What follows belongs to an exercise in optimizing a design on an open flow for small area and a short achievable clock period; a production flow would make more cautious choices.
At most, simulation tests tie the RTL to the original design; equivalence was not proved.

Design izhikevich, start of the top module:
module izhikevich (clk, a, b, c, d, v, u, i, v_prime, u_prime, fired);
==> flow/config.mk <==
export PLATFORM = sky130hd
export DESIGN_NAME = izhikevich
export DESIGN_NICKNAME = izhikevich
export VERILOG_FILES = /design/flow/design.v
export SDC_FILE = /design/flow/constraint.sdc
export NUM_CORES = 4
export LEC_CHECK = 0
export CAP_MARGIN = 20
export CORE_MARGIN = 2
export CORE_UTILIZATION = 40
export SLEW_MARGIN = 20
==> flow/constraint.sdc <==
create_clock -name core_clock -period 24.0 [get_ports {clk}]
set_input_delay 4.8000 -clock core_clock [delete_from_list [all_inputs] [get_ports {clk}]]
set_output_delay 4.8000 -clock core_clock [all_outputs]
set_load 0.01 [all_outputs]
run.sh (not shown) runs the stock make flow with config.mk's settings and CLKGATE_MAP_FILE= SYNTH_SCRIPT=/design/flow/synth_recipe.tcl, a recipe that flattens the netlist after the stock synthesis.
The baseline completed without violations.
Then changed:
==> flow/flow/run.sh (new file) <==
#!/bin/bash
# Standard ORFS layout through the standard.sh, with two changes:
# no full/half-adder cell extraction in synthesis (ABC maps the adder logic
# to ordinary gates), and timing repair aiming for a larger setup slack.
set -euo pipefail
bash standard.sh ADDER_MAP_FILE= SETUP_SLACK_MARGIN=9.5 finish > standard_flow.log 2>&1
==> flow/standard.sh (new file) <==
#!/bin/bash
# synth_recipe.tcl (not shown) runs the flow's synth.tcl, then flattens the netlist and writes it again
# the make line also repeats each setting of config.mk as NAME=value (left out here)
make -C /OpenROAD-flow-scripts/flow DESIGN_CONFIG=/design/flow/config.mk WORK_HOME=/design/flow/orfs CLKGATE_MAP_FILE= SYNTH_SCRIPT=/design/flow/synth_recipe.tcl "${@:-finish}"
ABC_AREA = 1   (was unset)
CORE_UTILIZATION = 50   (was 40)
removed: flow/run.sh
=> Core utilization went up by 10 points. Clock-buffer cell count went up by 1. Wire length went up by well over a third. Via count went up by well over a third. Hold slack is better by 3.0 ps. Worst setup slack is better by 5100 ps. Flip-flop and latch count does not change. Maximum frequency went up by well over a third.
Then changed:
==> flow/flow/run.sh (replaced) <==
#!/bin/bash
# Standard ORFS layout (the standard.sh, unchanged synthesis), with the
# timing-repair steps aiming for a larger setup slack than the default.
set -euo pipefail
bash standard.sh SETUP_SLACK_MARGIN=7.5 finish > standard_flow.log 2>&1
CORE_UTILIZATION = 40   (was 50)
Sequential share of layout area rose by 0.25 points.
Synthesized cell count fell by 48%.
Cell area came out lower by 11%.
Via count decreases by 42%.
Routed wire length drops by 31%.
Worst hold slack loses 9.5 ps.
Utilization shrinks by 7.8 points.
Die area rises by 3.1%.
Then changed:
==> flow/flow/run.sh (replaced) <==
#!/bin/bash
# Standard ORFS layout through the standard.sh, with two changes:
# no full/half-adder cell extraction in synthesis (ABC maps the adder logic
# to ordinary gates), and timing repair aiming for a larger setup slack.
set -euo pipefail
bash standard.sh ADDER_MAP_FILE= SETUP_SLACK_MARGIN=10 finish > standard_flow.log 2>&1
CORE_UTILIZATION = 50   (was 40)
Die area shrinks by 3.0%. Wire length grows by 45%. Count of clock-buffer cells in the layout is unchanged. Global-route usage grows by 11 points. Utilization grows by 8.2 points. Critical path depth shrinks by 9. Design area grows by 13%. Non-clock buffer count shrinks by 59. Flip-flop and latch count stays the same.
Then changed:
==> flow/flow/run.sh (replaced) <==
#!/bin/bash
# Standard ORFS layout (the standard.sh, unchanged synthesis), with the
# timing-repair steps aiming for a larger setup slack than the default.
set -euo pipefail
bash standard.sh SETUP_SLACK_MARGIN=7.5 finish > standard_flow.log 2>&1
CORE_UTILIZATION = 40   (was 50)
TNS_END_PERCENT = 50   (was unset)
Result:
- die area grows by a few percent
- design area shrinks by roughly a tenth
- utilization went down by 8.2 points
- critical path depth rises by 9


Another version of the RTL of izhikevich (not shown whole).
Size in the first run: about 7000 cells after synthesis, about 35 flip-flops, roughly 160 I/O pins, roughly 34000 sq um of cells after synthesis.
// izhikevich
module izhikevich (clk, a, b, c, d, v, u, i, v_prime, u_prime, fired);
clock: 24.0 ns
lec_check: 0
abc_area: 1
cap_margin: 20
core_margin: 2
core_utilization: 50
slew_margin: 20
standard.sh (not shown) runs the stock make flow with config.mk's settings and CLKGATE_MAP_FILE= SYNTH_SCRIPT=/design/flow/synth_recipe.tcl, a recipe that flattens the netlist after the stock synthesis.
==> flow/flow/run.sh <==
#!/bin/bash
# Standard ORFS layout through the standard.sh, with two changes:
# no full/half-adder cell extraction in synthesis (ABC maps the adder logic
# to ordinary gates), and timing repair aiming for a larger setup slack.
set -euo pipefail
bash standard.sh ADDER_MAP_FILE= SETUP_SLACK_MARGIN=10 finish > standard_flow.log 2>&1
Next try:
--- a/flow/config.mk
+++ b/flow/config.mk
@@ -9,4 +9,4 @@
 export CAP_MARGIN = 20
 export CORE_MARGIN = 2
-export CORE_UTILIZATION = 50
+export CORE_UTILIZATION = 40
 export SLEW_MARGIN = 20
Result: The new run went through all stages and came out clean; first-iteration DRC count grows by roughly a tenth; count of clock-buffer cells in the layout stays the same; setup slack improves by 0.030 ns; die area came out higher by a quarter to a third; maximum frequency stays flat; non-clock buffer count grows by 1; utilization is lower by 11 points; critical path depth came out lower by 7.
Next try:
--- a/flow/config.mk
+++ b/flow/config.mk
@@ -9,4 +9,4 @@
 export CAP_MARGIN = 20
 export CORE_MARGIN = 2
-export CORE_UTILIZATION = 40
+export CORE_UTILIZATION = 55
 export SLEW_MARGIN = 20
What happened:
- The new run finished clean
- global-route usage rose by 7.1 points
- via count decreases slightly
- worst hold slack stays flat
- non-clock buffer count came out lower by 21
- cell area shrinks slightly
- wire length is lower by a little under a tenth
- first-iteration DRC count goes down by roughly a tenth
- worst setup slack gets worse by 0.070 ns
- critical path depth went up by 5
- maximum frequency came out lower slightly
Next try:
==> flow/flow/run.sh (replaced) <==
#!/bin/bash
# Standard ORFS layout (the standard.sh, unchanged synthesis), with the
# timing-repair steps aiming for a larger setup slack than the default.
set -euo pipefail
bash standard.sh SETUP_SLACK_MARGIN=8 finish > standard_flow.log 2>&1
--- a/flow/config.mk
+++ b/flow/config.mk
@@ -9,4 +9,4 @@
 export CAP_MARGIN = 20
 export CORE_MARGIN = 2
-export CORE_UTILIZATION = 55
+export CORE_UTILIZATION = 40
 export SLEW_MARGIN = 20
Hold slack loses 0.031 ns. Setup slack got worse by 2.5 ns. Clock-buffer cell count is lower by 1. Global-route usage fell by 12 points. Utilization fell by 11 points. Area after synthesis falls by about 17%. Design area goes down by 6.7%. Wire length drops by about 24%. Cell count came out lower by 39%.


izhikevich, a different RTL version from the one above (not shown whole).
Size: about 3400 cells after synthesis, ~35 flip-flops, about 160 I/O pins, roughly 29000 sq um of cells after synthesis.
Design izhikevich, start of the top module:
module izhikevich (clk, a, b, c, d, v, u, i, v_prime, u_prime, fired);
==> flow/config.mk <==
export PLATFORM = sky130hd
export DESIGN_NAME = izhikevich
export DESIGN_NICKNAME = izhikevich
export VERILOG_FILES = /design/flow/design.v
export SDC_FILE = /design/flow/constraint.sdc
export NUM_CORES = 4
export LEC_CHECK = 0
export ABC_CLOCK_PERIOD_IN_PS = 2000
export CAP_MARGIN = 20
export CORE_MARGIN = 2
export CORE_UTILIZATION = 40
export SLEW_MARGIN = 20
==> flow/constraint.sdc <==
create_clock -name core_clock -period 24.0 [get_ports {clk}]
set_input_delay 4.8000 -clock core_clock [delete_from_list [all_inputs] [get_ports {clk}]]
set_output_delay 4.8000 -clock core_clock [all_outputs]
set_load 0.01 [all_outputs]
run.sh (not shown) runs the stock make flow with config.mk's settings and CLKGATE_MAP_FILE= SYNTH_SCRIPT=/design/flow/synth_recipe.tcl, a recipe that flattens the netlist after the stock synthesis.
Stock flow here: none of the scripts above is used.
Next try:
ABC_CLOCK_PERIOD_IN_PS = default   (was 2000)
After rerunning: The changed run finished clean. Sequential share of layout area does not change. Global-route usage is unchanged. Non-clock buffer count does not change.
No run of this note included a check of the RTL's function; only the layout flow was run.


== v15 ==
RTL: one of the versions met above, not the one the previous note started from.
Size in the first run: roughly 3,400 cells after synthesis, roughly 35 flip-flops, ~160 I/O pins, roughly 28,000 um^2 of cells after synthesis.
clock: 24.0 ns
lec_check: 0
cap_margin: 20
core_margin: 2
core_utilization: 40
slew_margin: 20
standard.sh (not shown) runs the stock make flow with config.mk's settings and CLKGATE_MAP_FILE= SYNTH_SCRIPT=/design/flow/synth_recipe.tcl, a recipe that flattens the netlist after the stock synthesis.
==> flow/flow/run.sh <==
#!/bin/bash
# Standard ORFS layout (the standard.sh, unchanged synthesis), with the
# timing-repair steps aiming for a larger setup slack than the default.
set -euo pipefail
bash standard.sh SETUP_SLACK_MARGIN=12 finish > standard_flow.log 2>&1
The final layout from v15, which completed every stage, passed the timing, DRC and antenna checks at the end of the flow.
The following lists how v16 was set up differently from v15:
diff --git a/flow/flow/run.sh b/flow/flow/run.sh
--- a/flow/flow/run.sh
+++ b/flow/flow/run.sh
@@ -4,2 +4,2 @@
 set -euo pipefail
-bash standard.sh SETUP_SLACK_MARGIN=12 finish > standard_flow.log 2>&1
+bash standard.sh SETUP_SLACK_MARGIN=7 finish > standard_flow.log 2>&1
diff --git a/flow/config.mk b/flow/config.mk
--- a/flow/config.mk
+++ b/flow/config.mk
@@ -7,2 +7,3 @@
 export LEC_CHECK = 0
+export ABC_AREA = 1
 export CAP_MARGIN = 20
[summary]
No stage failed in v16, and the final checks on the layout all came back clean. Diff v15 -> v16: basic-gate share of the synthesized area counting and, or, nand and nor cells picked up an extra 4.3 points. Delta (v16 minus v15): setup slack -0.058 ns, number of logic stages on the critical path including buffering +15%, multi-input logic portion of the cell area +0.76 points, buffers inserted during post-CTS setup optimization -189.


Starting RTL as in the previous note.
Settings: LEC_CHECK=0, ABC_AREA=1, CAP_MARGIN=20, CORE_MARGIN=2, CORE_UTILIZATION=55, SLEW_MARGIN=20; clock period 24.0 ns.
==> flow/flow/run.sh <==
#!/bin/bash
# Standard ORFS layout (the standard.sh, unchanged synthesis), with the
# timing-repair steps aiming for a larger setup slack than the default.
set -euo pipefail
bash standard.sh SETUP_SLACK_MARGIN=7.5 finish > standard_flow.log 2>&1
The baseline ran to the end with no violations.
Next try:
==> flow/flow/run.sh (replaced) <==
#!/bin/bash
# Standard ORFS layout through the standard.sh, with two changes:
# no full/half-adder cell extraction in synthesis (ABC maps the adder logic
# to ordinary gates), and timing repair aiming for a larger setup slack.
set -euo pipefail
bash standard.sh ADDER_MAP_FILE= SETUP_SLACK_MARGIN=10 finish > standard_flow.log 2>&1
- CORE_UTILIZATION: 55 -> 40
After rerunning:
- via count rises by 67%
- hold slack gets worse by 4.3 ps
- utilization falls by 20 points
- design area came out higher by 14%
- non-clock buffer count drops by 91
- die area grows by 65%
- global-route usage decreases by 5.2 points
- sequential share of layout area falls by 0.27 points
- worst setup slack gets better by 2900 ps
Next try:
==> flow/flow/run.sh (replaced) <==
#!/bin/bash
# Standard ORFS layout (the standard.sh, unchanged synthesis), with the
# timing-repair steps aiming for a larger setup slack than the default.
set -euo pipefail
bash standard.sh SETUP_SLACK_MARGIN=10 finish > standard_flow.log 2>&1
=>
- The changed run finished clean
- maximum frequency shrinks by roughly a tenth
- design area falls by a few percent
- global-route usage drops by 3.2 points
- core utilization went up by 8.2 points
Next try:
==> flow/flow/run.sh (replaced) <==
#!/bin/bash
# Standard ORFS layout (the standard.sh, unchanged synthesis), with the
# timing-repair steps aiming for a larger setup slack than the default.
set -euo pipefail
bash standard.sh SETUP_SLACK_MARGIN=8 finish > standard_flow.log 2>&1
- ABC_AREA: 1 -> unset
The new run passed the timing, DRC and antenna checks; hold slack improved by 15 ps; core utilization fell by 3.5 points; die area rose by 2.1%; cell count fell by 8.4%; setup slack got worse by 830 ps; wire length fell by 3.0%; sequential share of layout area rose by 0.10 points; cell area fell by 4.9%.
Next try:
==> flow/flow/run.sh (replaced) <==
#!/bin/bash
# Standard ORFS layout through the standard.sh, with two changes:
# no full/half-adder cell extraction in synthesis (ABC maps the adder logic
# to ordinary gates), and timing repair aiming for a larger setup slack.
set -euo pipefail
bash standard.sh ADDER_MAP_FILE= SETUP_SLACK_MARGIN=10.5 finish > standard_flow.log 2>&1
- ABC_AREA: unset -> 1
- CORE_UTILIZATION: 40 -> 50
Die area drops by 4.9%.
Routed wire length climbs by 42%.
Core utilization climbs by 7.1 points.
Cell count climbs by 76%.
Synthesized area climbs by 19%.
Synthesized cell count climbs by 110%.
Next try:
==> flow/flow/run.sh (replaced) <==
#!/bin/bash
# Standard ORFS layout (the standard.sh, unchanged synthesis), with the
# timing-repair steps aiming for a larger setup slack than the default.
set -euo pipefail
bash standard.sh SETUP_SLACK_MARGIN=8 finish > standard_flow.log 2>&1
- CORE_UTILIZATION: 50 -> 40
What happened: Synthesized area went down by 18%; critical path depth went up by 8; global-route usage fell by 11 points; routed wire length came out lower by 31%; flip-flop and latch count stays the same; cell area fell by 10%; final cell count is lower by 40%; non-clock buffer count increases by 89; worst setup slack got worse by 2700 ps.


Starting RTL as in the previous note.
==> flow/config.mk <==
export PLATFORM = sky130hd
export DESIGN_NAME = izhikevich
export DESIGN_NICKNAME = izhikevich
export VERILOG_FILES = /design/flow/design.v
export SDC_FILE = /design/flow/constraint.sdc
export NUM_CORES = 4
export LEC_CHECK = 0
export ABC_AREA = 1
export CAP_MARGIN = 20
export CORE_MARGIN = 2
export CORE_UTILIZATION = 60
export SLEW_MARGIN = 20
==> flow/constraint.sdc <==
create_clock -name core_clock -period 24.0 [get_ports {clk}]
set_input_delay 4.8000 -clock core_clock [delete_from_list [all_inputs] [get_ports {clk}]]
set_output_delay 4.8000 -clock core_clock [all_outputs]
set_load 0.01 [all_outputs]
==> flow/flow/run.sh <==
#!/bin/bash
# Standard ORFS layout through the standard.sh, with two changes:
# no full/half-adder cell extraction in synthesis (ABC maps the adder logic
# to ordinary gates), and timing repair aiming for a larger setup slack.
set -euo pipefail
bash standard.sh ADDER_MAP_FILE= SETUP_SLACK_MARGIN=10 finish > standard_flow.log 2>&1
==> next run, changes <==
==> flow/flow/run.sh (replaced) <==
#!/bin/bash
# Standard ORFS layout (the standard.sh), with Yosys's generic ABC pass
# skipped before adder extraction and the timing repair aiming for more slack.
set -euo pipefail
bash standard.sh SETUP_SLACK_MARGIN=7.5 SYNTH_ARGS=-noabc finish > standard_flow.log 2>&1
- CORE_UTILIZATION: 60 -> 40
=> Final area shrinks by 9.1%; die area climbs by 20%.
==> next run, changes <==
==> flow/flow/run.sh (replaced) <==
#!/bin/bash
# Standard ORFS layout (the standard.sh, unchanged synthesis), with the
# timing-repair steps aiming for a larger setup slack than the default.
set -euo pipefail
bash standard.sh SETUP_SLACK_MARGIN=6 finish > standard_flow.log 2>&1
- ABC_AREA: 1 -> not set
Global-route usage drops by 0.89 points.
Wire length falls by 1.9%.
Die area rises by 4.5%.
Worst hold slack degrades by 15 ps.
Worst setup slack degrades by 1100 ps.
Area after synthesis grows by 4.6%.
First-iteration DRC count drops by 9.4%.
Cell area goes down by 4.9%.
Count of clock-buffer cells in the layout is lower by 1.
==> next run, changes <==
==> flow/flow/run.sh (replaced) <==
#!/bin/bash
# Standard ORFS layout through the standard.sh, with two changes:
# no full/half-adder cell extraction in synthesis (ABC maps the adder logic
# to ordinary gates), and timing repair aiming for a larger setup slack.
set -euo pipefail
bash standard.sh ADDER_MAP_FILE= SETUP_SLACK_MARGIN=11 finish > standard_flow.log 2>&1
- ABC_AREA: not set -> 1
What happened:
- die area came out higher by about 18%
- setup slack is better by 4900 ps
- worst hold slack is better by 5.9 ps
- routed wire length came out higher by about 55%
- design area came out higher by 25%
- cell count came out higher by 88%
==> next run, changes <==
==> flow/flow/run.sh (replaced) <==
#!/bin/bash
# Standard ORFS layout (the standard.sh, unchanged synthesis), with the
# timing-repair steps aiming for a larger setup slack than the default.
set -euo pipefail
bash standard.sh SETUP_SLACK_MARGIN=9 finish > standard_flow.log 2>&1
Outcome:
- routed wire length falls by 30%
- critical path depth fell by 7
- area after synthesis is lower by 18%
- via count goes down by 41%

## re-timing with driven ports
No port has a modelled driver above. Below, the same layouts with a new extraction and two added sets of constraints. Step 1 assumes that a clkbuf_16 drives the clock port and a buf_2 every other input. Step 2 adds t to the input delays and takes it off the output delays; t is the mean of the earliest and latest rising clock arrival at the registers after step 1. Input paths then give back, and output paths get back, about the clock's delay inside the block. a / b / c = no drivers / after step 1 / after step 2; a / b = the first two.
run | shift t [ns] | slack for setup (ns) | worst data-port slew with drivers (ns) | pins driven straight from the clock port
the first run of note 1 | 0.334 | 5.289 / 5.256 / 4.922 | 0.12 | 1
the second run of note 1 | 0.350 | 10.412 / 10.441 / 10.091 | 0.07 | 1
the third run of note 1 | 0.312 | 8.020 / 8.022 / 7.709 | 0.08 | 1
the fourth run of note 1 | 0.351 | 10.904 / 10.932 / 10.581 | 0.07 | 1
the fifth run of note 1 | 0.312 | 8.020 / 8.022 / 7.709 | 0.08 | 1
the first run of note 2 | 0.310 | 10.839 / 10.854 / 10.544 | 0.07 | 1
the second run of note 2 | 0.311 | 10.869 / 10.876 / 10.565 | 0.06 | 1
the third run of note 2 | 0.315 | 10.800 / 10.812 / 10.497 | 0.07 | 1
the fourth run of note 2 | 0.320 | 8.276 / 8.281 / 7.962 | 0.08 | 1
the first run of note 3 | 0.339 | 3.601 / 3.540 / 3.201 | 0.10 | 1
the second run of note 3 | 0.339 | 3.601 / 3.540 / 3.201 | 0.10 | 1
v15 | 0.336 | 7.776 / 7.781 / 7.446 | 0.11 | 1
v16 | 0.314 | 7.718 / 7.722 / 7.408 | 0.07 | 1
the first run of note 5 | 0.325 | 7.866 / 7.879 / 7.554 | 0.09 | 1
the second run of note 5 | 0.362 | 10.750 / 10.780 / 10.418 | 0.08 | 1
the third run of note 5 | 0.317 | 8.673 / 8.619 / 8.302 | 0.10 | 1
the fourth run of note 5 | 0.337 | 7.848 / 7.850 / 7.513 | 0.12 | 1
the fifth run of note 5 | 0.351 | 11.049 / 11.077 / 10.726 | 0.07 | 1
the sixth run of note 5 | 0.309 | 8.365 / 8.326 / 8.016 | 0.08 | 1
the first run of note 6 | 0.350 | 10.786 / 10.814 / 10.464 | 0.22 | 1
the second run of note 6 | 0.315 | 7.714 / 7.706 / 7.392 | 0.09 | 1
the third run of note 6 | 0.336 | 6.599 / 6.617 / 6.282 | 0.13 | 1
the fourth run of note 6 | 0.363 | 11.519 / 11.552 / 11.189 | 0.08 | 1
the fifth run of note 6 | 0.310 | 8.696 / 8.628 / 8.318 | 0.14 | 1
After both steps setup and hold are still met in every run listed.
